This design comes from an exercise in tuning for small area and a short achievable clock period on the open sky130 flow, not from production work. Function not checked in this run: the RTL went through the layout flow alone. No activity file was given, so power comes from the tool's default toggle rates.

$ cat design/flow/design.v
module fp_floor #(
    parameter WIDTH = 24
)(
    input wire [WIDTH-1:0] a,
    output logic [WIDTH-1:0] result
);
    wire sign = a[23];
    wire [7:0] exponent = a[22:15];
    wire [14:0] fraction = a[14:0];
    wire [14:0] mask;
    wire [14:0] inverted_mask;
    wire [14:0] rounded_fraction;
    wire has_fraction;
    assign mask = {
        exponent>8'd127, exponent>8'd128, exponent>8'd129,
        exponent>8'd130, exponent>8'd131, exponent>8'd132, exponent>8'd133,
        exponent>8'd134, exponent>8'd135, exponent>8'd136, exponent>8'd137,
        exponent>8'd138, exponent>8'd139, exponent>8'd140, exponent>8'd141
    };
    assign inverted_mask = ~mask;
    assign rounded_fraction = fraction & mask;
    assign has_fraction = |(fraction & inverted_mask);
    always_comb begin
        if (exponent < 8'd127) begin
            result = sign ? 24'h800000 : 24'h000000;  
        end else if (!sign) begin
            result = {a[23:15], rounded_fraction};
        end else begin
            if (has_fraction) begin
                if (rounded_fraction == 15'b0) begin
                    result = {1'b1, exponent + 8'd1, 15'b0};
                end else begin
                    result = {1'b1, exponent, rounded_fraction} + 24'd1;
                end
            end else begin
                result = a;
            end
        end
    end
endmodule
module fp_ceil #(
    parameter WIDTH = 24
)(
    input wire [WIDTH-1:0] a,
    output logic [WIDTH-1:0] result
);
    wire sign;
    wire [7:0] exponent;
    wire [14:0] fraction;
    wire is_integer;
    wire [7:0] shift_amount;
    wire [14:0] fraction_mask;
    wire has_fraction;
    wire [14:0] increment;
    logic [14:0] new_fraction;
    logic [7:0] new_exponent;
    logic new_sign;
    assign sign = a[23];
    assign exponent = a[22:15];
    assign fraction = a[14:0];
    assign is_integer = (exponent >= 8'd150) || (fraction == 15'b0);
    assign shift_amount = 8'd150 - exponent;
    assign fraction_mask = (15'h7fff >> shift_amount);
    assign has_fraction = (fraction & fraction_mask) != 15'b0;
    assign increment = 15'h4000 >> (8'd14 - shift_amount);
    always_comb begin
        if (is_integer) begin
            {new_sign, new_exponent, new_fraction} = a;
        end else if (!sign && has_fraction) begin
            {new_sign, new_exponent, new_fraction} = {1'b0, exponent, fraction} + {9'b0, increment};
        end else if (sign && has_fraction) begin
            new_sign = 1'b1;
            new_exponent = exponent;
            new_fraction = fraction & ~fraction_mask;
        end else begin
            {new_sign, new_exponent, new_fraction} = a;
        end
    end
    assign result = {new_sign, new_exponent, new_fraction};
endmodule
module fp_mul_tree (
    input  wire [14:0] fa,
    input  wire [14:0] fb,
    output wire [31:0] r0,
    output wire [31:0] r1
);
    wire pp [0:14][0:14];
    genvar i, j;
    generate for (i = 0; i < 15; i = i + 1) begin : g_i
        for (j = 0; j < 15; j = j + 1) begin : g_j
            assign pp[i][j] = fa[i] & fb[j];
        end
    end endgenerate
    wire s1;
    wire c2;
    wire s3;
    wire c4;
    wire s5;
    wire c6;
    wire s7;
    wire c8;
    wire s9;
    wire c10;
    wire s11;
    wire c12;
    wire s13;
    wire c14;
    wire s15;
    wire c16;
    wire s17;
    wire c18;
    wire s19;
    wire c20;
    wire s21;
    wire c22;
    wire s23;
    wire c24;
    wire s25;
    wire c26;
    wire s27;
    wire c28;
    wire s29;
    wire c30;
    wire s31;
    wire c32;
    wire s33;
    wire c34;
    wire s35;
    wire c36;
    wire s37;
    wire c38;
    wire s39;
    wire c40;
    wire s41;
    wire c42;
    wire s43;
    wire c44;
    wire s45;
    wire c46;
    wire s47;
    wire c48;
    wire s49;
    wire c50;
    wire s51;
    wire c52;
    wire s53;
    wire c54;
    wire s55;
    wire c56;
    wire s57;
    wire c58;
    wire s59;
    wire c60;
    wire s61;
    wire c62;
    wire s63;
    wire c64;
    wire s65;
    wire c66;
    wire s67;
    wire c68;
    wire s69;
    wire c70;
    wire s71;
    wire c72;
    wire s73;
    wire c74;
    wire s75;
    wire c76;
    wire s77;
    wire c78;
    wire s79;
    wire c80;
    wire s81;
    wire c82;
    wire s83;
    wire c84;
    wire s85;
    wire c86;
    wire s87;
    wire c88;
    wire s89;
    wire c90;
    wire s91;
    wire c92;
    wire s93;
    wire c94;
    wire s95;
    wire c96;
    wire s97;
    wire c98;
    wire s99;
    wire c100;
    wire s101;
    wire c102;
    wire s103;
    wire c104;
    wire s105;
    wire c106;
    wire s107;
    wire c108;
    wire s109;
    wire c110;
    wire s111;
    wire c112;
    wire s113;
    wire c114;
    wire s115;
    wire c116;
    wire s117;
    wire c118;
    wire s119;
    wire c120;
    wire s121;
    wire c122;
    wire s123;
    wire c124;
    wire s125;
    wire c126;
    wire s127;
    wire c128;
    wire s129;
    wire c130;
    wire s131;
    wire c132;
    wire s133;
    wire c134;
    wire s135;
    wire c136;
    wire s137;
    wire c138;
    wire s139;
    wire c140;
    wire s141;
    wire c142;
    wire s143;
    wire c144;
    wire s145;
    wire c146;
    wire s147;
    wire c148;
    wire s149;
    wire c150;
    wire s151;
    wire c152;
    wire s153;
    wire c154;
    wire s155;
    wire c156;
    wire s157;
    wire c158;
    wire s159;
    wire c160;
    wire s161;
    wire c162;
    wire s163;
    wire c164;
    wire s165;
    wire c166;
    wire s167;
    wire c168;
    wire s169;
    wire c170;
    wire s171;
    wire c172;
    wire s173;
    wire c174;
    wire s175;
    wire c176;
    wire s177;
    wire c178;
    wire s179;
    wire c180;
    wire s181;
    wire c182;
    wire s183;
    wire c184;
    wire s185;
    wire c186;
    wire s187;
    wire c188;
    wire s189;
    wire c190;
    wire s191;
    wire c192;
    wire s193;
    wire c194;
    wire s195;
    wire c196;
    wire s197;
    wire c198;
    wire s199;
    wire c200;
    wire s201;
    wire c202;
    wire s203;
    wire c204;
    wire s205;
    wire c206;
    wire s207;
    wire c208;
    wire s209;
    wire c210;
    wire s211;
    wire c212;
    wire s213;
    wire c214;
    wire s215;
    wire c216;
    wire s217;
    wire c218;
    wire s219;
    wire c220;
    wire s221;
    wire c222;
    wire s223;
    wire c224;
    wire s225;
    wire c226;
    wire s227;
    wire c228;
    wire s229;
    wire c230;
    wire s231;
    wire c232;
    wire s233;
    wire c234;
    wire s235;
    wire c236;
    wire s237;
    wire c238;
    wire s239;
    wire c240;
    wire s241;
    wire c242;
    wire s243;
    wire c244;
    wire s245;
    wire c246;
    wire s247;
    wire c248;
    wire s249;
    wire c250;
    wire s251;
    wire c252;
    wire s253;
    wire c254;
    wire s255;
    wire c256;
    wire s257;
    wire c258;
    wire s259;
    wire c260;
    wire s261;
    wire c262;
    wire s263;
    wire c264;
    wire s265;
    wire c266;
    wire s267;
    wire c268;
    wire s269;
    wire c270;
    wire s271;
    wire c272;
    wire s273;
    wire c274;
    wire s275;
    wire c276;
    wire s277;
    wire c278;
    wire s279;
    wire c280;
    wire s281;
    wire c282;
    wire s283;
    wire c284;
    wire s285;
    wire c286;
    wire s287;
    wire c288;
    wire s289;
    wire c290;
    wire s291;
    wire c292;
    wire s293;
    wire c294;
    wire s295;
    wire c296;
    wire s297;
    wire c298;
    wire s299;
    wire c300;
    wire s301;
    wire c302;
    wire s303;
    wire c304;
    wire s305;
    wire c306;
    wire s307;
    wire c308;
    wire s309;
    wire c310;
    wire s311;
    wire c312;
    wire s313;
    wire c314;
    wire s315;
    wire c316;
    wire s317;
    wire c318;
    wire s319;
    wire c320;
    wire s321;
    wire c322;
    wire s323;
    wire c324;
    wire s325;
    wire c326;
    wire s327;
    wire c328;
    wire s329;
    wire c330;
    wire s331;
    wire c332;
    wire s333;
    wire c334;
    wire s335;
    wire c336;
    wire s337;
    wire c338;
    wire s339;
    wire c340;
    wire s341;
    wire c342;
    wire s343;
    wire c344;
    wire s345;
    wire c346;
    wire s347;
    wire c348;
    wire s349;
    wire c350;
    wire s351;
    wire c352;
    wire s353;
    wire c354;
    wire s355;
    wire c356;
    wire s357;
    wire c358;
    wire s359;
    wire c360;
    wire s361;
    wire c362;
    wire s363;
    wire c364;
    wire s365;
    wire c366;
    wire s367;
    wire c368;
    wire s369;
    wire c370;
    wire s371;
    wire c372;
    wire s373;
    wire c374;
    wire s375;
    wire c376;
    wire s377;
    wire c378;
    wire s379;
    wire c380;
    wire s381;
    wire c382;
    wire s383;
    wire c384;
    wire s385;
    wire c386;
    wire s387;
    wire c388;
    wire s389;
    wire c390;
    wire s391;
    wire c392;
    wire s393;
    wire c394;
    wire s395;
    wire c396;
    wire s397;
    wire c398;
    wire s399;
    wire c400;
    wire s401;
    wire c402;
    wire s403;
    wire c404;
    wire s405;
    wire c406;
    wire s407;
    wire c408;
    wire s409;
    wire c410;
    wire s411;
    wire c412;
    wire s413;
    wire c414;
    wire s415;
    wire c416;
    wire s417;
    wire c418;
    wire s419;
    wire c420;
    assign s1 = pp[0][13] ^ pp[1][12];
    assign c2 = pp[0][13] & pp[1][12];
    assign s3 = pp[0][14] ^ pp[1][13] ^ pp[2][12];
    assign c4 = (pp[0][14] & pp[1][13]) | (pp[0][14] & pp[2][12]) | (pp[1][13] & pp[2][12]);
    assign s5 = pp[3][11] ^ pp[4][10];
    assign c6 = pp[3][11] & pp[4][10];
    assign s7 = pp[1][14] ^ pp[2][13] ^ pp[3][12];
    assign c8 = (pp[1][14] & pp[2][13]) | (pp[1][14] & pp[3][12]) | (pp[2][13] & pp[3][12]);
    assign s9 = pp[4][11] ^ pp[5][10] ^ pp[6][9];
    assign c10 = (pp[4][11] & pp[5][10]) | (pp[4][11] & pp[6][9]) | (pp[5][10] & pp[6][9]);
    assign s11 = pp[7][8] ^ pp[8][7];
    assign c12 = pp[7][8] & pp[8][7];
    assign s13 = pp[2][14] ^ pp[3][13] ^ pp[4][12];
    assign c14 = (pp[2][14] & pp[3][13]) | (pp[2][14] & pp[4][12]) | (pp[3][13] & pp[4][12]);
    assign s15 = pp[5][11] ^ pp[6][10] ^ pp[7][9];
    assign c16 = (pp[5][11] & pp[6][10]) | (pp[5][11] & pp[7][9]) | (pp[6][10] & pp[7][9]);
    assign s17 = pp[8][8] ^ pp[9][7];
    assign c18 = pp[8][8] & pp[9][7];
    assign s19 = pp[3][14] ^ pp[4][13] ^ pp[5][12];
    assign c20 = (pp[3][14] & pp[4][13]) | (pp[3][14] & pp[5][12]) | (pp[4][13] & pp[5][12]);
    assign s21 = pp[6][11] ^ pp[7][10] ^ pp[8][9];
    assign c22 = (pp[6][11] & pp[7][10]) | (pp[6][11] & pp[8][9]) | (pp[7][10] & pp[8][9]);
    assign s23 = pp[4][14] ^ pp[5][13] ^ pp[6][12];
    assign c24 = (pp[4][14] & pp[5][13]) | (pp[4][14] & pp[6][12]) | (pp[5][13] & pp[6][12]);
    assign s25 = pp[0][9] ^ pp[1][8];
    assign c26 = pp[0][9] & pp[1][8];
    assign s27 = pp[0][10] ^ pp[1][9] ^ pp[2][8];
    assign c28 = (pp[0][10] & pp[1][9]) | (pp[0][10] & pp[2][8]) | (pp[1][9] & pp[2][8]);
    assign s29 = pp[3][7] ^ pp[4][6];
    assign c30 = pp[3][7] & pp[4][6];
    assign s31 = pp[0][11] ^ pp[1][10] ^ pp[2][9];
    assign c32 = (pp[0][11] & pp[1][10]) | (pp[0][11] & pp[2][9]) | (pp[1][10] & pp[2][9]);
    assign s33 = pp[3][8] ^ pp[4][7] ^ pp[5][6];
    assign c34 = (pp[3][8] & pp[4][7]) | (pp[3][8] & pp[5][6]) | (pp[4][7] & pp[5][6]);
    assign s35 = pp[6][5] ^ pp[7][4];
    assign c36 = pp[6][5] & pp[7][4];
    assign s37 = pp[0][12] ^ pp[1][11] ^ pp[2][10];
    assign c38 = (pp[0][12] & pp[1][11]) | (pp[0][12] & pp[2][10]) | (pp[1][11] & pp[2][10]);
    assign s39 = pp[3][9] ^ pp[4][8] ^ pp[5][7];
    assign c40 = (pp[3][9] & pp[4][8]) | (pp[3][9] & pp[5][7]) | (pp[4][8] & pp[5][7]);
    assign s41 = pp[6][6] ^ pp[7][5] ^ pp[8][4];
    assign c42 = (pp[6][6] & pp[7][5]) | (pp[6][6] & pp[8][4]) | (pp[7][5] & pp[8][4]);
    assign s43 = pp[9][3] ^ pp[10][2];
    assign c44 = pp[9][3] & pp[10][2];
    assign s45 = pp[2][11] ^ pp[3][10] ^ pp[4][9];
    assign c46 = (pp[2][11] & pp[3][10]) | (pp[2][11] & pp[4][9]) | (pp[3][10] & pp[4][9]);
    assign s47 = pp[5][8] ^ pp[6][7] ^ pp[7][6];
    assign c48 = (pp[5][8] & pp[6][7]) | (pp[5][8] & pp[7][6]) | (pp[6][7] & pp[7][6]);
    assign s49 = pp[8][5] ^ pp[9][4] ^ pp[10][3];
    assign c50 = (pp[8][5] & pp[9][4]) | (pp[8][5] & pp[10][3]) | (pp[9][4] & pp[10][3]);
    assign s51 = pp[11][2] ^ pp[12][1] ^ pp[13][0];
    assign c52 = (pp[11][2] & pp[12][1]) | (pp[11][2] & pp[13][0]) | (pp[12][1] & pp[13][0]);
    assign s53 = pp[5][9] ^ pp[6][8] ^ pp[7][7];
    assign c54 = (pp[5][9] & pp[6][8]) | (pp[5][9] & pp[7][7]) | (pp[6][8] & pp[7][7]);
    assign s55 = pp[8][6] ^ pp[9][5] ^ pp[10][4];
    assign c56 = (pp[8][6] & pp[9][5]) | (pp[8][6] & pp[10][4]) | (pp[9][5] & pp[10][4]);
    assign s57 = pp[11][3] ^ pp[12][2] ^ pp[13][1];
    assign c58 = (pp[11][3] & pp[12][2]) | (pp[11][3] & pp[13][1]) | (pp[12][2] & pp[13][1]);
    assign s59 = pp[14][0] ^ c2 ^ s3;
    assign c60 = (pp[14][0] & c2) | (pp[14][0] & s3) | (c2 & s3);
    assign s61 = pp[9][6] ^ pp[10][5] ^ pp[11][4];
    assign c62 = (pp[9][6] & pp[10][5]) | (pp[9][6] & pp[11][4]) | (pp[10][5] & pp[11][4]);
    assign s63 = pp[12][3] ^ pp[13][2] ^ pp[14][1];
    assign c64 = (pp[12][3] & pp[13][2]) | (pp[12][3] & pp[14][1]) | (pp[13][2] & pp[14][1]);
    assign s65 = fa[0] ^ fb[0] ^ c4;
    assign c66 = (fa[0] & fb[0]) | (fa[0] & c4) | (fb[0] & c4);
    assign s67 = c6 ^ s7 ^ s9;
    assign c68 = (c6 & s7) | (c6 & s9) | (s7 & s9);
    assign s69 = pp[10][6] ^ pp[11][5] ^ pp[12][4];
    assign c70 = (pp[10][6] & pp[11][5]) | (pp[10][6] & pp[12][4]) | (pp[11][5] & pp[12][4]);
    assign s71 = pp[13][3] ^ pp[14][2] ^ fa[1];
    assign c72 = (pp[13][3] & pp[14][2]) | (pp[13][3] & fa[1]) | (pp[14][2] & fa[1]);
    assign s73 = fb[1] ^ c8 ^ c10;
    assign c74 = (fb[1] & c8) | (fb[1] & c10) | (c8 & c10);
    assign s75 = c12 ^ s13 ^ s15;
    assign c76 = (c12 & s13) | (c12 & s15) | (s13 & s15);
    assign s77 = pp[9][8] ^ pp[10][7] ^ pp[11][6];
    assign c78 = (pp[9][8] & pp[10][7]) | (pp[9][8] & pp[11][6]) | (pp[10][7] & pp[11][6]);
    assign s79 = pp[12][5] ^ pp[13][4] ^ pp[14][3];
    assign c80 = (pp[12][5] & pp[13][4]) | (pp[12][5] & pp[14][3]) | (pp[13][4] & pp[14][3]);
    assign s81 = fa[2] ^ fb[2] ^ c14;
    assign c82 = (fa[2] & fb[2]) | (fa[2] & c14) | (fb[2] & c14);
    assign s83 = c16 ^ c18 ^ s19;
    assign c84 = (c16 & c18) | (c16 & s19) | (c18 & s19);
    assign s85 = pp[7][11] ^ pp[8][10] ^ pp[9][9];
    assign c86 = (pp[7][11] & pp[8][10]) | (pp[7][11] & pp[9][9]) | (pp[8][10] & pp[9][9]);
    assign s87 = pp[10][8] ^ pp[11][7] ^ pp[12][6];
    assign c88 = (pp[10][8] & pp[11][7]) | (pp[10][8] & pp[12][6]) | (pp[11][7] & pp[12][6]);
    assign s89 = pp[13][5] ^ pp[14][4] ^ fa[3];
    assign c90 = (pp[13][5] & pp[14][4]) | (pp[13][5] & fa[3]) | (pp[14][4] & fa[3]);
    assign s91 = fb[3] ^ c20 ^ c22;
    assign c92 = (fb[3] & c20) | (fb[3] & c22) | (c20 & c22);
    assign s93 = pp[5][14] ^ pp[6][13] ^ pp[7][12];
    assign c94 = (pp[5][14] & pp[6][13]) | (pp[5][14] & pp[7][12]) | (pp[6][13] & pp[7][12]);
    assign s95 = pp[8][11] ^ pp[9][10] ^ pp[10][9];
    assign c96 = (pp[8][11] & pp[9][10]) | (pp[8][11] & pp[10][9]) | (pp[9][10] & pp[10][9]);
    assign s97 = pp[11][8] ^ pp[12][7] ^ pp[13][6];
    assign c98 = (pp[11][8] & pp[12][7]) | (pp[11][8] & pp[13][6]) | (pp[12][7] & pp[13][6]);
    assign s99 = pp[14][5] ^ fa[4] ^ fb[4];
    assign c100 = (pp[14][5] & fa[4]) | (pp[14][5] & fb[4]) | (fa[4] & fb[4]);
    assign s101 = pp[6][14] ^ pp[7][13] ^ pp[8][12];
    assign c102 = (pp[6][14] & pp[7][13]) | (pp[6][14] & pp[8][12]) | (pp[7][13] & pp[8][12]);
    assign s103 = pp[9][11] ^ pp[10][10] ^ pp[11][9];
    assign c104 = (pp[9][11] & pp[10][10]) | (pp[9][11] & pp[11][9]) | (pp[10][10] & pp[11][9]);
    assign s105 = pp[12][8] ^ pp[13][7] ^ pp[14][6];
    assign c106 = (pp[12][8] & pp[13][7]) | (pp[12][8] & pp[14][6]) | (pp[13][7] & pp[14][6]);
    assign s107 = pp[7][14] ^ pp[8][13] ^ pp[9][12];
    assign c108 = (pp[7][14] & pp[8][13]) | (pp[7][14] & pp[9][12]) | (pp[8][13] & pp[9][12]);
    assign s109 = pp[10][11] ^ pp[11][10] ^ pp[12][9];
    assign c110 = (pp[10][11] & pp[11][10]) | (pp[10][11] & pp[12][9]) | (pp[11][10] & pp[12][9]);
    assign s111 = pp[8][14] ^ pp[9][13] ^ pp[10][12];
    assign c112 = (pp[8][14] & pp[9][13]) | (pp[8][14] & pp[10][12]) | (pp[9][13] & pp[10][12]);
    assign s113 = pp[0][6] ^ pp[1][5];
    assign c114 = pp[0][6] & pp[1][5];
    assign s115 = pp[0][7] ^ pp[1][6] ^ pp[2][5];
    assign c116 = (pp[0][7] & pp[1][6]) | (pp[0][7] & pp[2][5]) | (pp[1][6] & pp[2][5]);
    assign s117 = pp[3][4] ^ pp[4][3];
    assign c118 = pp[3][4] & pp[4][3];
    assign s119 = pp[0][8] ^ pp[1][7] ^ pp[2][6];
    assign c120 = (pp[0][8] & pp[1][7]) | (pp[0][8] & pp[2][6]) | (pp[1][7] & pp[2][6]);
    assign s121 = pp[3][5] ^ pp[4][4] ^ pp[5][3];
    assign c122 = (pp[3][5] & pp[4][4]) | (pp[3][5] & pp[5][3]) | (pp[4][4] & pp[5][3]);
    assign s123 = pp[6][2] ^ pp[7][1];
    assign c124 = pp[6][2] & pp[7][1];
    assign s125 = pp[2][7] ^ pp[3][6] ^ pp[4][5];
    assign c126 = (pp[2][7] & pp[3][6]) | (pp[2][7] & pp[4][5]) | (pp[3][6] & pp[4][5]);
    assign s127 = pp[5][4] ^ pp[6][3] ^ pp[7][2];
    assign c128 = (pp[5][4] & pp[6][3]) | (pp[5][4] & pp[7][2]) | (pp[6][3] & pp[7][2]);
    assign s129 = pp[8][1] ^ pp[9][0] ^ s25;
    assign c130 = (pp[8][1] & pp[9][0]) | (pp[8][1] & s25) | (pp[9][0] & s25);
    assign s131 = pp[5][5] ^ pp[6][4] ^ pp[7][3];
    assign c132 = (pp[5][5] & pp[6][4]) | (pp[5][5] & pp[7][3]) | (pp[6][4] & pp[7][3]);
    assign s133 = pp[8][2] ^ pp[9][1] ^ pp[10][0];
    assign c134 = (pp[8][2] & pp[9][1]) | (pp[8][2] & pp[10][0]) | (pp[9][1] & pp[10][0]);
    assign s135 = c26 ^ s27 ^ s29;
    assign c136 = (c26 & s27) | (c26 & s29) | (s27 & s29);
    assign s137 = pp[8][3] ^ pp[9][2] ^ pp[10][1];
    assign c138 = (pp[8][3] & pp[9][2]) | (pp[8][3] & pp[10][1]) | (pp[9][2] & pp[10][1]);
    assign s139 = pp[11][0] ^ c28 ^ c30;
    assign c140 = (pp[11][0] & c28) | (pp[11][0] & c30) | (c28 & c30);
    assign s141 = s31 ^ s33 ^ s35;
    assign c142 = (s31 & s33) | (s31 & s35) | (s33 & s35);
    assign s143 = pp[11][1] ^ pp[12][0] ^ c32;
    assign c144 = (pp[11][1] & pp[12][0]) | (pp[11][1] & c32) | (pp[12][0] & c32);
    assign s145 = c34 ^ c36 ^ s37;
    assign c146 = (c34 & c36) | (c34 & s37) | (c36 & s37);
    assign s147 = s39 ^ s41 ^ s43;
    assign c148 = (s39 & s41) | (s39 & s43) | (s41 & s43);
    assign s149 = s1 ^ c38 ^ c40;
    assign c150 = (s1 & c38) | (s1 & c40) | (c38 & c40);
    assign s151 = c42 ^ c44 ^ s45;
    assign c152 = (c42 & c44) | (c42 & s45) | (c44 & s45);
    assign s153 = s47 ^ s49 ^ s51;
    assign c154 = (s47 & s49) | (s47 & s51) | (s49 & s51);
    assign s155 = s5 ^ c46 ^ c48;
    assign c156 = (s5 & c46) | (s5 & c48) | (c46 & c48);
    assign s157 = c50 ^ c52 ^ s53;
    assign c158 = (c50 & c52) | (c50 & s53) | (c52 & s53);
    assign s159 = s55 ^ s57 ^ s59;
    assign c160 = (s55 & s57) | (s55 & s59) | (s57 & s59);
    assign s161 = s11 ^ c54 ^ c56;
    assign c162 = (s11 & c54) | (s11 & c56) | (c54 & c56);
    assign s163 = c58 ^ c60 ^ s61;
    assign c164 = (c58 & c60) | (c58 & s61) | (c60 & s61);
    assign s165 = s63 ^ s65 ^ s67;
    assign c166 = (s63 & s65) | (s63 & s67) | (s65 & s67);
    assign s167 = s17 ^ c62 ^ c64;
    assign c168 = (s17 & c62) | (s17 & c64) | (c62 & c64);
    assign s169 = c66 ^ c68 ^ s69;
    assign c170 = (c66 & c68) | (c66 & s69) | (c68 & s69);
    assign s171 = s71 ^ s73 ^ s75;
    assign c172 = (s71 & s73) | (s71 & s75) | (s73 & s75);
    assign s173 = s21 ^ c70 ^ c72;
    assign c174 = (s21 & c70) | (s21 & c72) | (c70 & c72);
    assign s175 = c74 ^ c76 ^ s77;
    assign c176 = (c74 & c76) | (c74 & s77) | (c76 & s77);
    assign s177 = s79 ^ s81 ^ s83;
    assign c178 = (s79 & s81) | (s79 & s83) | (s81 & s83);
    assign s179 = s23 ^ c78 ^ c80;
    assign c180 = (s23 & c78) | (s23 & c80) | (c78 & c80);
    assign s181 = c82 ^ c84 ^ s85;
    assign c182 = (c82 & c84) | (c82 & s85) | (c84 & s85);
    assign s183 = s87 ^ s89 ^ s91;
    assign c184 = (s87 & s89) | (s87 & s91) | (s89 & s91);
    assign s185 = c24 ^ c86 ^ c88;
    assign c186 = (c24 & c86) | (c24 & c88) | (c86 & c88);
    assign s187 = c90 ^ c92 ^ s93;
    assign c188 = (c90 & c92) | (c90 & s93) | (c92 & s93);
    assign s189 = s95 ^ s97 ^ s99;
    assign c190 = (s95 & s97) | (s95 & s99) | (s97 & s99);
    assign s191 = fa[5] ^ fb[5] ^ c94;
    assign c192 = (fa[5] & fb[5]) | (fa[5] & c94) | (fb[5] & c94);
    assign s193 = c96 ^ c98 ^ c100;
    assign c194 = (c96 & c98) | (c96 & c100) | (c98 & c100);
    assign s195 = s101 ^ s103 ^ s105;
    assign c196 = (s101 & s103) | (s101 & s105) | (s103 & s105);
    assign s197 = pp[13][8] ^ pp[14][7] ^ fa[6];
    assign c198 = (pp[13][8] & pp[14][7]) | (pp[13][8] & fa[6]) | (pp[14][7] & fa[6]);
    assign s199 = fb[6] ^ c102 ^ c104;
    assign c200 = (fb[6] & c102) | (fb[6] & c104) | (c102 & c104);
    assign s201 = c106 ^ s107 ^ s109;
    assign c202 = (c106 & s107) | (c106 & s109) | (s107 & s109);
    assign s203 = pp[11][11] ^ pp[12][10] ^ pp[13][9];
    assign c204 = (pp[11][11] & pp[12][10]) | (pp[11][11] & pp[13][9]) | (pp[12][10] & pp[13][9]);
    assign s205 = pp[14][8] ^ fa[7] ^ fb[7];
    assign c206 = (pp[14][8] & fa[7]) | (pp[14][8] & fb[7]) | (fa[7] & fb[7]);
    assign s207 = c108 ^ c110 ^ s111;
    assign c208 = (c108 & c110) | (c108 & s111) | (c110 & s111);
    assign s209 = pp[9][14] ^ pp[10][13] ^ pp[11][12];
    assign c210 = (pp[9][14] & pp[10][13]) | (pp[9][14] & pp[11][12]) | (pp[10][13] & pp[11][12]);
    assign s211 = pp[12][11] ^ pp[13][10] ^ pp[14][9];
    assign c212 = (pp[12][11] & pp[13][10]) | (pp[12][11] & pp[14][9]) | (pp[13][10] & pp[14][9]);
    assign s213 = fa[8] ^ fb[8] ^ c112;
    assign c214 = (fa[8] & fb[8]) | (fa[8] & c112) | (fb[8] & c112);
    assign s215 = pp[10][14] ^ pp[11][13] ^ pp[12][12];
    assign c216 = (pp[10][14] & pp[11][13]) | (pp[10][14] & pp[12][12]) | (pp[11][13] & pp[12][12]);
    assign s217 = pp[13][11] ^ pp[14][10] ^ fa[9];
    assign c218 = (pp[13][11] & pp[14][10]) | (pp[13][11] & fa[9]) | (pp[14][10] & fa[9]);
    assign s219 = pp[11][14] ^ pp[12][13] ^ pp[13][12];
    assign c220 = (pp[11][14] & pp[12][13]) | (pp[11][14] & pp[13][12]) | (pp[12][13] & pp[13][12]);
    assign s221 = pp[0][4] ^ pp[1][3];
    assign c222 = pp[0][4] & pp[1][3];
    assign s223 = pp[0][5] ^ pp[1][4] ^ pp[2][3];
    assign c224 = (pp[0][5] & pp[1][4]) | (pp[0][5] & pp[2][3]) | (pp[1][4] & pp[2][3]);
    assign s225 = pp[3][2] ^ pp[4][1];
    assign c226 = pp[3][2] & pp[4][1];
    assign s227 = pp[2][4] ^ pp[3][3] ^ pp[4][2];
    assign c228 = (pp[2][4] & pp[3][3]) | (pp[2][4] & pp[4][2]) | (pp[3][3] & pp[4][2]);
    assign s229 = pp[5][1] ^ pp[6][0] ^ s113;
    assign c230 = (pp[5][1] & pp[6][0]) | (pp[5][1] & s113) | (pp[6][0] & s113);
    assign s231 = pp[5][2] ^ pp[6][1] ^ pp[7][0];
    assign c232 = (pp[5][2] & pp[6][1]) | (pp[5][2] & pp[7][0]) | (pp[6][1] & pp[7][0]);
    assign s233 = c114 ^ s115 ^ s117;
    assign c234 = (c114 & s115) | (c114 & s117) | (s115 & s117);
    assign s235 = pp[8][0] ^ c116 ^ c118;
    assign c236 = (pp[8][0] & c116) | (pp[8][0] & c118) | (c116 & c118);
    assign s237 = s119 ^ s121 ^ s123;
    assign c238 = (s119 & s121) | (s119 & s123) | (s121 & s123);
    assign s239 = c120 ^ c122 ^ c124;
    assign c240 = (c120 & c122) | (c120 & c124) | (c122 & c124);
    assign s241 = s125 ^ s127 ^ s129;
    assign c242 = (s125 & s127) | (s125 & s129) | (s127 & s129);
    assign s243 = c126 ^ c128 ^ c130;
    assign c244 = (c126 & c128) | (c126 & c130) | (c128 & c130);
    assign s245 = s131 ^ s133 ^ s135;
    assign c246 = (s131 & s133) | (s131 & s135) | (s133 & s135);
    assign s247 = c132 ^ c134 ^ c136;
    assign c248 = (c132 & c134) | (c132 & c136) | (c134 & c136);
    assign s249 = s137 ^ s139 ^ s141;
    assign c250 = (s137 & s139) | (s137 & s141) | (s139 & s141);
    assign s251 = c138 ^ c140 ^ c142;
    assign c252 = (c138 & c140) | (c138 & c142) | (c140 & c142);
    assign s253 = s143 ^ s145 ^ s147;
    assign c254 = (s143 & s145) | (s143 & s147) | (s145 & s147);
    assign s255 = c144 ^ c146 ^ c148;
    assign c256 = (c144 & c146) | (c144 & c148) | (c146 & c148);
    assign s257 = s149 ^ s151 ^ s153;
    assign c258 = (s149 & s151) | (s149 & s153) | (s151 & s153);
    assign s259 = c150 ^ c152 ^ c154;
    assign c260 = (c150 & c152) | (c150 & c154) | (c152 & c154);
    assign s261 = s155 ^ s157 ^ s159;
    assign c262 = (s155 & s157) | (s155 & s159) | (s157 & s159);
    assign s263 = c156 ^ c158 ^ c160;
    assign c264 = (c156 & c158) | (c156 & c160) | (c158 & c160);
    assign s265 = s161 ^ s163 ^ s165;
    assign c266 = (s161 & s163) | (s161 & s165) | (s163 & s165);
    assign s267 = c162 ^ c164 ^ c166;
    assign c268 = (c162 & c164) | (c162 & c166) | (c164 & c166);
    assign s269 = s167 ^ s169 ^ s171;
    assign c270 = (s167 & s169) | (s167 & s171) | (s169 & s171);
    assign s271 = c168 ^ c170 ^ c172;
    assign c272 = (c168 & c170) | (c168 & c172) | (c170 & c172);
    assign s273 = s173 ^ s175 ^ s177;
    assign c274 = (s173 & s175) | (s173 & s177) | (s175 & s177);
    assign s275 = c174 ^ c176 ^ c178;
    assign c276 = (c174 & c176) | (c174 & c178) | (c176 & c178);
    assign s277 = s179 ^ s181 ^ s183;
    assign c278 = (s179 & s181) | (s179 & s183) | (s181 & s183);
    assign s279 = c180 ^ c182 ^ c184;
    assign c280 = (c180 & c182) | (c180 & c184) | (c182 & c184);
    assign s281 = s185 ^ s187 ^ s189;
    assign c282 = (s185 & s187) | (s185 & s189) | (s187 & s189);
    assign s283 = c186 ^ c188 ^ c190;
    assign c284 = (c186 & c188) | (c186 & c190) | (c188 & c190);
    assign s285 = s191 ^ s193 ^ s195;
    assign c286 = (s191 & s193) | (s191 & s195) | (s193 & s195);
    assign s287 = c192 ^ c194 ^ c196;
    assign c288 = (c192 & c194) | (c192 & c196) | (c194 & c196);
    assign s289 = s197 ^ s199 ^ s201;
    assign c290 = (s197 & s199) | (s197 & s201) | (s199 & s201);
    assign s291 = c198 ^ c200 ^ c202;
    assign c292 = (c198 & c200) | (c198 & c202) | (c200 & c202);
    assign s293 = s203 ^ s205 ^ s207;
    assign c294 = (s203 & s205) | (s203 & s207) | (s205 & s207);
    assign s295 = c204 ^ c206 ^ c208;
    assign c296 = (c204 & c206) | (c204 & c208) | (c206 & c208);
    assign s297 = s209 ^ s211 ^ s213;
    assign c298 = (s209 & s211) | (s209 & s213) | (s211 & s213);
    assign s299 = fb[9] ^ c210 ^ c212;
    assign c300 = (fb[9] & c210) | (fb[9] & c212) | (c210 & c212);
    assign s301 = c214 ^ s215 ^ s217;
    assign c302 = (c214 & s215) | (c214 & s217) | (s215 & s217);
    assign s303 = pp[14][11] ^ fa[10] ^ fb[10];
    assign c304 = (pp[14][11] & fa[10]) | (pp[14][11] & fb[10]) | (fa[10] & fb[10]);
    assign s305 = c216 ^ c218 ^ s219;
    assign c306 = (c216 & c218) | (c216 & s219) | (c218 & s219);
    assign s307 = pp[12][14] ^ pp[13][13] ^ pp[14][12];
    assign c308 = (pp[12][14] & pp[13][13]) | (pp[12][14] & pp[14][12]) | (pp[13][13] & pp[14][12]);
    assign s309 = fa[11] ^ fb[11] ^ c220;
    assign c310 = (fa[11] & fb[11]) | (fa[11] & c220) | (fb[11] & c220);
    assign s311 = pp[13][14] ^ pp[14][13] ^ fa[12];
    assign c312 = (pp[13][14] & pp[14][13]) | (pp[13][14] & fa[12]) | (pp[14][13] & fa[12]);
    assign s313 = pp[0][3] ^ pp[1][2];
    assign c314 = pp[0][3] & pp[1][2];
    assign s315 = pp[2][2] ^ pp[3][1] ^ pp[4][0];
    assign c316 = (pp[2][2] & pp[3][1]) | (pp[2][2] & pp[4][0]) | (pp[3][1] & pp[4][0]);
    assign s317 = pp[5][0] ^ c222 ^ s223;
    assign c318 = (pp[5][0] & c222) | (pp[5][0] & s223) | (c222 & s223);
    assign s319 = c224 ^ c226 ^ s227;
    assign c320 = (c224 & c226) | (c224 & s227) | (c226 & s227);
    assign s321 = c228 ^ c230 ^ s231;
    assign c322 = (c228 & c230) | (c228 & s231) | (c230 & s231);
    assign s323 = c232 ^ c234 ^ s235;
    assign c324 = (c232 & c234) | (c232 & s235) | (c234 & s235);
    assign s325 = c236 ^ c238 ^ s239;
    assign c326 = (c236 & c238) | (c236 & s239) | (c238 & s239);
    assign s327 = c240 ^ c242 ^ s243;
    assign c328 = (c240 & c242) | (c240 & s243) | (c242 & s243);
    assign s329 = c244 ^ c246 ^ s247;
    assign c330 = (c244 & c246) | (c244 & s247) | (c246 & s247);
    assign s331 = c248 ^ c250 ^ s251;
    assign c332 = (c248 & c250) | (c248 & s251) | (c250 & s251);
    assign s333 = c252 ^ c254 ^ s255;
    assign c334 = (c252 & c254) | (c252 & s255) | (c254 & s255);
    assign s335 = c256 ^ c258 ^ s259;
    assign c336 = (c256 & c258) | (c256 & s259) | (c258 & s259);
    assign s337 = c260 ^ c262 ^ s263;
    assign c338 = (c260 & c262) | (c260 & s263) | (c262 & s263);
    assign s339 = c264 ^ c266 ^ s267;
    assign c340 = (c264 & c266) | (c264 & s267) | (c266 & s267);
    assign s341 = c268 ^ c270 ^ s271;
    assign c342 = (c268 & c270) | (c268 & s271) | (c270 & s271);
    assign s343 = c272 ^ c274 ^ s275;
    assign c344 = (c272 & c274) | (c272 & s275) | (c274 & s275);
    assign s345 = c276 ^ c278 ^ s279;
    assign c346 = (c276 & c278) | (c276 & s279) | (c278 & s279);
    assign s347 = c280 ^ c282 ^ s283;
    assign c348 = (c280 & c282) | (c280 & s283) | (c282 & s283);
    assign s349 = c284 ^ c286 ^ s287;
    assign c350 = (c284 & c286) | (c284 & s287) | (c286 & s287);
    assign s351 = c288 ^ c290 ^ s291;
    assign c352 = (c288 & c290) | (c288 & s291) | (c290 & s291);
    assign s353 = c292 ^ c294 ^ s295;
    assign c354 = (c292 & c294) | (c292 & s295) | (c294 & s295);
    assign s355 = c296 ^ c298 ^ s299;
    assign c356 = (c296 & c298) | (c296 & s299) | (c298 & s299);
    assign s357 = c300 ^ c302 ^ s303;
    assign c358 = (c300 & c302) | (c300 & s303) | (c302 & s303);
    assign s359 = c304 ^ c306 ^ s307;
    assign c360 = (c304 & c306) | (c304 & s307) | (c306 & s307);
    assign s361 = fb[12] ^ c308 ^ c310;
    assign c362 = (fb[12] & c308) | (fb[12] & c310) | (c308 & c310);
    assign s363 = pp[14][14] ^ fa[13] ^ fb[13];
    assign c364 = (pp[14][14] & fa[13]) | (pp[14][14] & fb[13]) | (fa[13] & fb[13]);
    assign s365 = pp[0][2] ^ pp[1][1];
    assign c366 = pp[0][2] & pp[1][1];
    assign s367 = pp[2][1] ^ pp[3][0] ^ s313;
    assign c368 = (pp[2][1] & pp[3][0]) | (pp[2][1] & s313) | (pp[3][0] & s313);
    assign s369 = s221 ^ c314 ^ s315;
    assign c370 = (s221 & c314) | (s221 & s315) | (c314 & s315);
    assign s371 = s225 ^ c316 ^ s317;
    assign c372 = (s225 & c316) | (s225 & s317) | (c316 & s317);
    assign s373 = s229 ^ c318 ^ s319;
    assign c374 = (s229 & c318) | (s229 & s319) | (c318 & s319);
    assign s375 = s233 ^ c320 ^ s321;
    assign c376 = (s233 & c320) | (s233 & s321) | (c320 & s321);
    assign s377 = s237 ^ c322 ^ s323;
    assign c378 = (s237 & c322) | (s237 & s323) | (c322 & s323);
    assign s379 = s241 ^ c324 ^ s325;
    assign c380 = (s241 & c324) | (s241 & s325) | (c324 & s325);
    assign s381 = s245 ^ c326 ^ s327;
    assign c382 = (s245 & c326) | (s245 & s327) | (c326 & s327);
    assign s383 = s249 ^ c328 ^ s329;
    assign c384 = (s249 & c328) | (s249 & s329) | (c328 & s329);
    assign s385 = s253 ^ c330 ^ s331;
    assign c386 = (s253 & c330) | (s253 & s331) | (c330 & s331);
    assign s387 = s257 ^ c332 ^ s333;
    assign c388 = (s257 & c332) | (s257 & s333) | (c332 & s333);
    assign s389 = s261 ^ c334 ^ s335;
    assign c390 = (s261 & c334) | (s261 & s335) | (c334 & s335);
    assign s391 = s265 ^ c336 ^ s337;
    assign c392 = (s265 & c336) | (s265 & s337) | (c336 & s337);
    assign s393 = s269 ^ c338 ^ s339;
    assign c394 = (s269 & c338) | (s269 & s339) | (c338 & s339);
    assign s395 = s273 ^ c340 ^ s341;
    assign c396 = (s273 & c340) | (s273 & s341) | (c340 & s341);
    assign s397 = s277 ^ c342 ^ s343;
    assign c398 = (s277 & c342) | (s277 & s343) | (c342 & s343);
    assign s399 = s281 ^ c344 ^ s345;
    assign c400 = (s281 & c344) | (s281 & s345) | (c344 & s345);
    assign s401 = s285 ^ c346 ^ s347;
    assign c402 = (s285 & c346) | (s285 & s347) | (c346 & s347);
    assign s403 = s289 ^ c348 ^ s349;
    assign c404 = (s289 & c348) | (s289 & s349) | (c348 & s349);
    assign s405 = s293 ^ c350 ^ s351;
    assign c406 = (s293 & c350) | (s293 & s351) | (c350 & s351);
    assign s407 = s297 ^ c352 ^ s353;
    assign c408 = (s297 & c352) | (s297 & s353) | (c352 & s353);
    assign s409 = s301 ^ c354 ^ s355;
    assign c410 = (s301 & c354) | (s301 & s355) | (c354 & s355);
    assign s411 = s305 ^ c356 ^ s357;
    assign c412 = (s305 & c356) | (s305 & s357) | (c356 & s357);
    assign s413 = s309 ^ c358 ^ s359;
    assign c414 = (s309 & c358) | (s309 & s359) | (c358 & s359);
    assign s415 = s311 ^ c360 ^ s361;
    assign c416 = (s311 & c360) | (s311 & s361) | (c360 & s361);
    assign s417 = c312 ^ c362 ^ s363;
    assign c418 = (c312 & c362) | (c312 & s363) | (c362 & s363);
    assign s419 = fa[14] ^ fb[14] ^ c364;
    assign c420 = (fa[14] & fb[14]) | (fa[14] & c364) | (fb[14] & c364);
    assign r0[0] = pp[0][0];
    assign r1[0] = 1'b0;
    assign r0[1] = pp[0][1];
    assign r1[1] = pp[1][0];
    assign r0[2] = pp[2][0];
    assign r1[2] = s365;
    assign r0[3] = c366;
    assign r1[3] = s367;
    assign r0[4] = c368;
    assign r1[4] = s369;
    assign r0[5] = c370;
    assign r1[5] = s371;
    assign r0[6] = c372;
    assign r1[6] = s373;
    assign r0[7] = c374;
    assign r1[7] = s375;
    assign r0[8] = c376;
    assign r1[8] = s377;
    assign r0[9] = c378;
    assign r1[9] = s379;
    assign r0[10] = c380;
    assign r1[10] = s381;
    assign r0[11] = c382;
    assign r1[11] = s383;
    assign r0[12] = c384;
    assign r1[12] = s385;
    assign r0[13] = c386;
    assign r1[13] = s387;
    assign r0[14] = c388;
    assign r1[14] = s389;
    assign r0[15] = c390;
    assign r1[15] = s391;
    assign r0[16] = c392;
    assign r1[16] = s393;
    assign r0[17] = c394;
    assign r1[17] = s395;
    assign r0[18] = c396;
    assign r1[18] = s397;
    assign r0[19] = c398;
    assign r1[19] = s399;
    assign r0[20] = c400;
    assign r1[20] = s401;
    assign r0[21] = c402;
    assign r1[21] = s403;
    assign r0[22] = c404;
    assign r1[22] = s405;
    assign r0[23] = c406;
    assign r1[23] = s407;
    assign r0[24] = c408;
    assign r1[24] = s409;
    assign r0[25] = c410;
    assign r1[25] = s411;
    assign r0[26] = c412;
    assign r1[26] = s413;
    assign r0[27] = c414;
    assign r1[27] = s415;
    assign r0[28] = c416;
    assign r1[28] = s417;
    assign r0[29] = c418;
    assign r1[29] = s419;
    assign r0[30] = c420;
    assign r1[30] = 1'b1;
    assign r0[31] = 1'b0;
    assign r1[31] = 1'b0;
endmodule
module fpu #(
    parameter WIDTH = 24
)(
    input   logic clk,
    input   wire logic [WIDTH - 1:0] a,
    input   wire logic [WIDTH - 1:0] b,
    input   wire logic [3:0]         opcode,
    output  logic [WIDTH - 1:0] result
);
    logic [23:0] a1, b1;
    logic [3:0]  op1;
    always_ff @(posedge clk) begin
        a1  <= a;
        b1  <= b;
        op1 <= opcode;
    end
    wire is_as   = (op1 == 4'b0000) || (op1 == 4'b0100);
    wire is_max  = (op1 == 4'b0001);
    wire is_min  = (op1 == 4'b0010);
    wire is_fl   = (op1 == 4'b1000);
    wire is_ce   = (op1 == 4'b1001);
    wire is_mul  = (op1 == 4'b0011);
    wire is_abs  = (op1 == 4'b0101);
    wire is_neg  = (op1 == 4'b0110);
    wire [7:0]  ea = a1[22:15];
    wire [7:0]  eb = b1[22:15];
    wire [15:0] ma = {ea != 8'd0, a1[14:0]};
    wire [15:0] mb = {eb != 8'd0, b1[14:0]};
    wire        sa    = a1[23];
    wire        sb    = b1[23] ^ op1[2];
    wire        abig  = a1[22:0] > b1[22:0];
    wire [15:0] maxm  = abig ? ma : mb;
    wire [15:0] minm  = abig ? mb : ma;
    wire [7:0]  maxe  = abig ? ea : eb;
    wire [3:0]  dab   = ea[3:0] - eb[3:0];
    wire [3:0]  shamt = abig ? dab : 4'd0 - dab;
    wire [15:0] shm   = minm >> shamt;
    wire        effsub = sa ^ sb;
    wire        ssign = abig ? sa : sb;
    wire [16:0] m17   = effsub ? {1'b0, maxm - shm} : {1'b0, maxm} + {1'b0, shm};
    wire a_gt = (a1[23] == b1[23]) ? (abig ^ a1[23]) : b1[23];
    wire [23:0] mm = (a_gt ^ is_min) ? a1 : b1;
    wire [23:0] fl_r, ce_r;
    fp_floor u_floor (.a(a1), .result(fl_r));
    fp_ceil  u_ceil  (.a(a1), .result(ce_r));
    wire [23:0] pass_r =
        (is_max | is_min) ? mm :
        is_fl  ? fl_r :
        is_ce  ? ce_r :
        is_abs ? {1'b0, a1[22:0]} :
        is_neg ? {~a1[23], a1[22:0]} :
        (a1[23] ? 24'hbf8000 : 24'h3f8000);
    wire [31:0] r0, r1;
    fp_mul_tree u_tree (.fa(a1[14:0]), .fb(b1[14:0]), .r0(r0), .r1(r1));
    wire [15:0] lo   = {1'b0, r0[14:0]} + {1'b0, r1[14:0]};
    wire        pcin = lo[15];
    wire [8:0]  sum9 = {1'b0, ea} + {1'b0, eb};
    wire [8:0]  e9   = sum9 - 9'd127;
    wire        mzero = (ea == 8'd0) || (eb == 8'd0) || (sum9 < 9'd128);
    wire        movf  = sum9 >= 9'd382;
    wire        meq   = sum9 == 9'd381;
    wire        msign = a1[23] ^ b1[23];
    logic        k_mul, k_as, k_sub;
    logic [43:0] d2;
    always_ff @(posedge clk) begin
        k_mul <= is_mul;
        k_as  <= is_as;
        k_sub <= effsub;
        if (is_mul)
            d2 <= {meq, movf, mzero, msign, e9[7:0], pcin, r1[29:15], r0[30:15]};
        else if (is_as)
            d2 <= {18'd0, ssign, maxe, m17};
        else
            d2 <= {20'd0, pass_r};
    end
    wire [16:0] m  = d2[16:0];
    wire [7:0]  me = d2[24:17];
    wire        ms = d2[25];
    logic [3:0] lz;
    always_comb begin
        lz = 4'd15;
        for (int i = 0; i < 16; i++)
            if (m[i]) lz = 4'(15 - i);
    end
    wire [15:0] nsh = m[15:0] << lz;
    wire [23:0] add_r = m[16] ? {ms, me + 8'd1, m[15:1]} : {ms, me, m[14:0]};
    wire [23:0] sub_r = (m[15:0] == 16'd0) ? {ms, 23'd0} : {ms, me - {4'd0, lz}, nsh[14:0]};
    wire [16:0] p    = {1'b0, d2[15:0]} + {2'b01, d2[30:16]} + {16'd0, d2[31]};
    wire [7:0]  pe   = d2[39:32] + {7'd0, p[16]};
    wire [14:0] pm   = p[16] ? p[15:1] : p[14:0];
    wire        povf = d2[42] | (d2[43] & p[16]);
    wire [23:0] mul_r = d2[41] ? 24'd0 : povf ? 24'h7f8000 : {d2[40], pe, pm};
    always_ff @(posedge clk) begin
        if (k_mul)
            result <= mul_r;
        else if (k_as)
            result <= k_sub ? sub_r : add_r;
        else
            result <= d2[23:0];
    end
endmodule
$ cat design/flow/run.sh
#!/bin/bash
# synth_recipe.tcl (not shown) runs the flow's synth.tcl, then flattens the netlist and writes it again
# the make line also repeats each setting of config.mk as NAME=value (left out here)
make -C /OpenROAD-flow-scripts/flow DESIGN_CONFIG=/design/flow/config.mk WORK_HOME=/design/flow/orfs CLKGATE_MAP_FILE= SYNTH_SCRIPT=/design/flow/synth_recipe.tcl finish
$ cat design/flow/config.mk
export PLATFORM = sky130hd
export DESIGN_NAME = fpu
export DESIGN_NICKNAME = fpu
export VERILOG_FILES = /design/flow/design.v
export SDC_FILE = /design/flow/constraint.sdc
export NUM_CORES = 4
export LEC_CHECK = 0
export CAP_MARGIN = 20
export CORE_MARGIN = 2
export CORE_UTILIZATION = 40
export SLEW_MARGIN = 20
$ cat design/flow/constraint.sdc
create_clock -name core_clock -period 8.5 [get_ports {clk}]
set_input_delay 1.7000 -clock core_clock [delete_from_list [all_inputs] [get_ports {clk}]]
set_output_delay 1.7000 -clock core_clock [all_outputs]
set_load 0.01 [all_outputs]
==> run summary <==
- Antenna violations before repair: 2
- Setup violations remaining at the end of the flow were counted as 0.
- Most common flop cell mapped by yosys: sky130_fd_sc_hd__dfxtp_1
* Wirelength per Cell: around 25 µm
- FILL cells: 4906
- The analysis attributes to cell leakage a power of 9.51 nW.
- The number of failing hold endpoints at the final stage is 0.
* Number of antenna-violating nets in the routed design: 0
- Source-to-sink clock delay at the later pin of the worst-skew pair: approximately 480 ps
* Clock-pin slew on the worst setup and hold paths: 60 ps
- Sequential elements use between 10% and 20% of the synthesized area.
* Post-Route Setup TNS: 0 ps
* Post-CTS Setup Inserts: 0
- The synthesized design contains 0 enable-type register cells.
- Worst Path Class, Setup: flop to flop
- Site row count: 81
* Post-synthesis instance total: 2478
- The HPWL after detailed placement is about 59 mm.
- Worst hold margin: 548 ps
- In the routed design, unresolved DRC markers number 0.
- Buffers inserted during clock tree synthesis total 17.
- At the pin with the least slew margin, the transition time is 1010 ps.
* Post-CTS resize count: 0
- In this run the worst path has a maximum fanout of 19.
* Starting density of the core: 40.3%
* Clk buf depth: 2
- Arrival time of data at the critical path endpoint: roughly 7700 ps
- VDD IR max: around 0.15 mV
* Post-synth ARST share: 0%
- Root buf cell: sky130_fd_sc_hd__clkbuf_16
- For this run, the slowest stage of the critical path takes ~740 ps.
- Total wire length: 77.9 mm
* Class of the most critical hold timing path: flop to flop
- Reg-to-reg startpoint: b1[13]
* Final Net Count: 2887
- Data on the critical path is required at its endpoint by 8830 ps.
* Count of hold-fix buffers inserted at cts: 0
* First-iteration detailed-routing DRC count: 2073
- Counting every net in the synthesized netlist gives 2885.
- Unrepaired setup endpoints after global routing: false
* Maximum clock frequency: around 140 MHz
- Global-route wire length before repair: roughly 120 mm
- The most critical setup path has its endpoint at d2[13].
* Count of port buffers added during placement: 76
- Endpoint type of the worst setup path: flop
- Vert. Die Dim: 225 µm
- Period utilisation layout: 86.2%
- The number of global-route vias before repair is 18565.
- A synthesized cell averages 7.92 µm².
- TritonCTS built the clock tree.
- The final route contains 19001 vias.
* Reg-to-reg slack, setup: 1170 ps
* Worst-case clock skew: 17.9 ps
* Syn-to-layout area delta: 10.0%
- Cell taking the most area after synthesis: sky130_fd_sc_hd__fa_1
- Cell area power density: 216 nW/µm²
* Slowest cell on crit path: sky130_fd_sc_hd__dfxtp_1
- The number of slew-limit violations in the final report is 0.
- In this run, synthesis produced a sequential element count of 123.
* Worst path cell trace: clkinv_1 -> ha_1 -> nand4_1 -> nor4_1 -> o21ai_0 -> o32ai_2 -> or2_2 -> mux2i_4 -> mux2i_1 -> mux2i_1 -> mux2_2 -> ha_1 -> or2_2 -> a221oi_1 -> o41ai_1 -> o41a_1 -> a21oi_1 -> a211oi_1 -> a211oi_1 -> xnor2_1 -> a32oi_1
* Critical Path Source Type: flop
- Measured in cells, the most critical reg-to-reg path has a length of 21.
- After global routing the overflow that remains totals 0.
* Die area: a little over 50000 µm²
- For this design the top-level I/O count stands at 77.
* Warnings, synthesis: 4
* Fraction of final layout cells with drive strength greater than 1: 5.86%
- Global routing used 31.0% of the available tracks across all layers.
- Relative slew slack: 32.7%
* Mapped cell area: approximately 20000 µm²
- Area share of the largest cell type after synthesis: 20.7%
- Time the worst path needs with I/O delays and setup: roughly 7300 ps
- Number of distinct standard cells referenced by the synthesized netlist: 93
* Routed vias/inst: 6.10
- Entering global routing, the biggest net connects 41 pins.
* Cells taking the most area after synthesis: sky130_fd_sc_hd__fa_1 (21%), sky130_fd_sc_hd__dfxtp_1 (13%), sky130_fd_sc_hd__ha_1 (9.6%)
- Max-cap violations in this run came to 0.
- H-tree Lvls: 4
- The clock drives 123 sinks.
* Core Region: just under 50000 µm²
- The critical path starts at b1[13].
- Drt first pass iters: 6
* Run status: timing/DRC/antenna clean
- From left edge to right edge, the die measures 225 µm.
- Final RePlAce weighted congestion: between 1 and 1.5
- RR Endpoint: d2[13]
-- worst min-delay path by stage --
stage | to | depth (start not counted) | from | slack, ps
after floorplan | result[23] | 2 | d2[40] | 440
after global placement | result[23] | 2 | d2[40] | 530
after detailed placement | result[23] | 2 | d2[40] | 530
after CTS | result[23] | 2 | d2[40] | 540
after global routing | result[23] | 2 | d2[40] | 610
final | result[23] | 2 | d2[40] | 550
-- state kept, by name (all words and copies together), names as in the netlist --
signal	cells
k_mul	1
k_sub	1
k_as	1
d2	44
op1	4
b1	24
result	24
a1	24
-- cell families after synthesis --
kind of cell,synth area share (%)
multiplexers,5.18
AND/OR/NAND/NOR,19.0
XOR/XNOR,3.61
flip-flops,12.6
AO/OA/AOI/OAI,20.1
adder cells (fa/ha/maj),30.4
buffers and inverters,9.19
-- cells in the final DEF, fill, tap and decap left out, drive strengths merged, types with 18 or more instances in the layout --
cell type and n:
xor2 26, nor3 44, o21a 20, a211oi 22, ha 151, fa 203, nand3 52, a21o 27
nor2b 20, nor2 257, inv 305, clkdlybuf4s50 76, nand2 206, dfxtp 123, a21oi 142, mux2i 53
xnor2 54, nand2b 19, buf 56, and2 80, nand4 23, o22ai 24, clkbuf 18, o21ai 141
o221ai 20, o211ai 21, clkinv 20
-- synthesized netlist by cell type (7+ instances only) --
master and count:
sky130_fd_sc_hd__inv_1 297, sky130_fd_sc_hd__mux2_2 14, sky130_fd_sc_hd__mux4_2 14, sky130_fd_sc_hd__xnor2_1 54, sky130_fd_sc_hd__nor2b_1 20, sky130_fd_sc_hd__fa_1 203, sky130_fd_sc_hd__mux2i_1 52, sky130_fd_sc_hd__o31ai_1 15
sky130_fd_sc_hd__and2_1 80, sky130_fd_sc_hd__nor2_1 255, sky130_fd_sc_hd__nor3b_1 7, sky130_fd_sc_hd__o32ai_1 11, sky130_fd_sc_hd__o211ai_1 21, sky130_fd_sc_hd__o21bai_1 10, sky130_fd_sc_hd__nand4_1 22, sky130_fd_sc_hd__a21oi_1 142
sky130_fd_sc_hd__a21o_1 27, sky130_fd_sc_hd__nand2b_1 19, sky130_fd_sc_hd__clkinv_1 16, sky130_fd_sc_hd__or3_1 11, sky130_fd_sc_hd__a221oi_1 13, sky130_fd_sc_hd__or4_1 11, sky130_fd_sc_hd__nand2_1 206, sky130_fd_sc_hd__xor2_1 25
sky130_fd_sc_hd__o21a_1 20, sky130_fd_sc_hd__dfxtp_1 123, sky130_fd_sc_hd__buf_2 24, sky130_fd_sc_hd__ha_1 151, sky130_fd_sc_hd__a22oi_1 14, sky130_fd_sc_hd__buf_1 12, sky130_fd_sc_hd__o21ai_0 135, sky130_fd_sc_hd__a31oi_1 17
sky130_fd_sc_hd__nor4_1 12, sky130_fd_sc_hd__o221ai_1 20, sky130_fd_sc_hd__a211oi_1 21, sky130_fd_sc_hd__o22ai_1 24, sky130_fd_sc_hd__clkbuf_1 106, sky130_fd_sc_hd__nor3_1 43, sky130_fd_sc_hd__a32oi_1 8, sky130_fd_sc_hd__a221o_1 8
sky130_fd_sc_hd__nand3_1 52, sky130_fd_sc_hd__and3_1 16
-- per-layer routing --
layer  track usage, %  up-vias  share of wire [%]
met3             7.73      188                 10
met4             11.9        0                4.1
met5            0.978        -                  0
li1                 -     8481                  -
met1             42.8     9285                 43
met2             46.4     1047                 43
-- worst max-delay path, delay by kind of cell, from the launching register on --
family / cells / cell delay [ps]
xor gates and xnor gates: 1 / 180
DFF: 1 / 740
buffers and inverters: 1 / 520
and+or+nand+nor: 4 / 1300
AOI/OAI and AO/OA: 9 / 2150
muxes: 4 / 1530
adders and majority gates: 2 / 750
-- final cells by class --
type	count	area [µm²]	area share [%]
inverters	315	1180	5.48
clock inverters	14	160	0.742
flip-flops and latches	123	2460	11.4
diodes	2	5.00	0.0232
well taps	622	778	3.61
repair buffers	132	1180	5.49
clock buffers	18	439	2.04
multi-input cells	1891	15400	71.2
-- power breakdown --
part	total [W]	switching, W	internal, W
registers	0.000798	0.000140	0.000658
clock network	0.000768	0.000323	0.000445
logic	0.00309	0.00187	0.00122
total	0.00466	0.00233	0.00232
-- per-stage QoR --
stage	area, µm²	util, %	power, W	setup slack (ps)	cells
2_1_floorplan	19600	-	0.00271	2780	2478
3_3_place_gp	21000	43.1	0.00378	1460	3082
3_5_place_dp	21000	43.1	0.00380	1340	3082
4_1_cts	21600	44.3	0.00459	1290	3114
5_1_grt	21600	44.3	0.00498	837	3115
6_report	21600	44.4	0.00466	1170	3117

==> separate check: timing with driven ports <==
No port has a modelled driver above. Below, the same layout with a new extraction and two added sets of constraints. Step 1 (the two cells are an assumption about what drives the block):
set clk [get_ports {clk}]
set_driving_cell -lib_cell sky130_fd_sc_hd__clkbuf_16 $clk
set_driving_cell -lib_cell sky130_fd_sc_hd__buf_2 [delete_from_list [all_inputs] $clk]
Step 2 times the ports against the registers' clock, not the clock port: input delays grow and output delays shrink by t, the midpoint of the rising clock arrivals with the driver on. Three values: ideal, step 1, step 2; two values: the first two.
t, ns: 0.532
setup WS [ns]: 1.171 / 1.171 / 1.171
worst setup path after step 2: register to register
worst register clock-pin slew, ns: 0.08 / 0.08
cell pins on the clock port's net: 1
After both steps this run still meets setup and hold. The setup slack of this run moves by 0.000 ns with the drivers and by 0.000 ns with both steps.
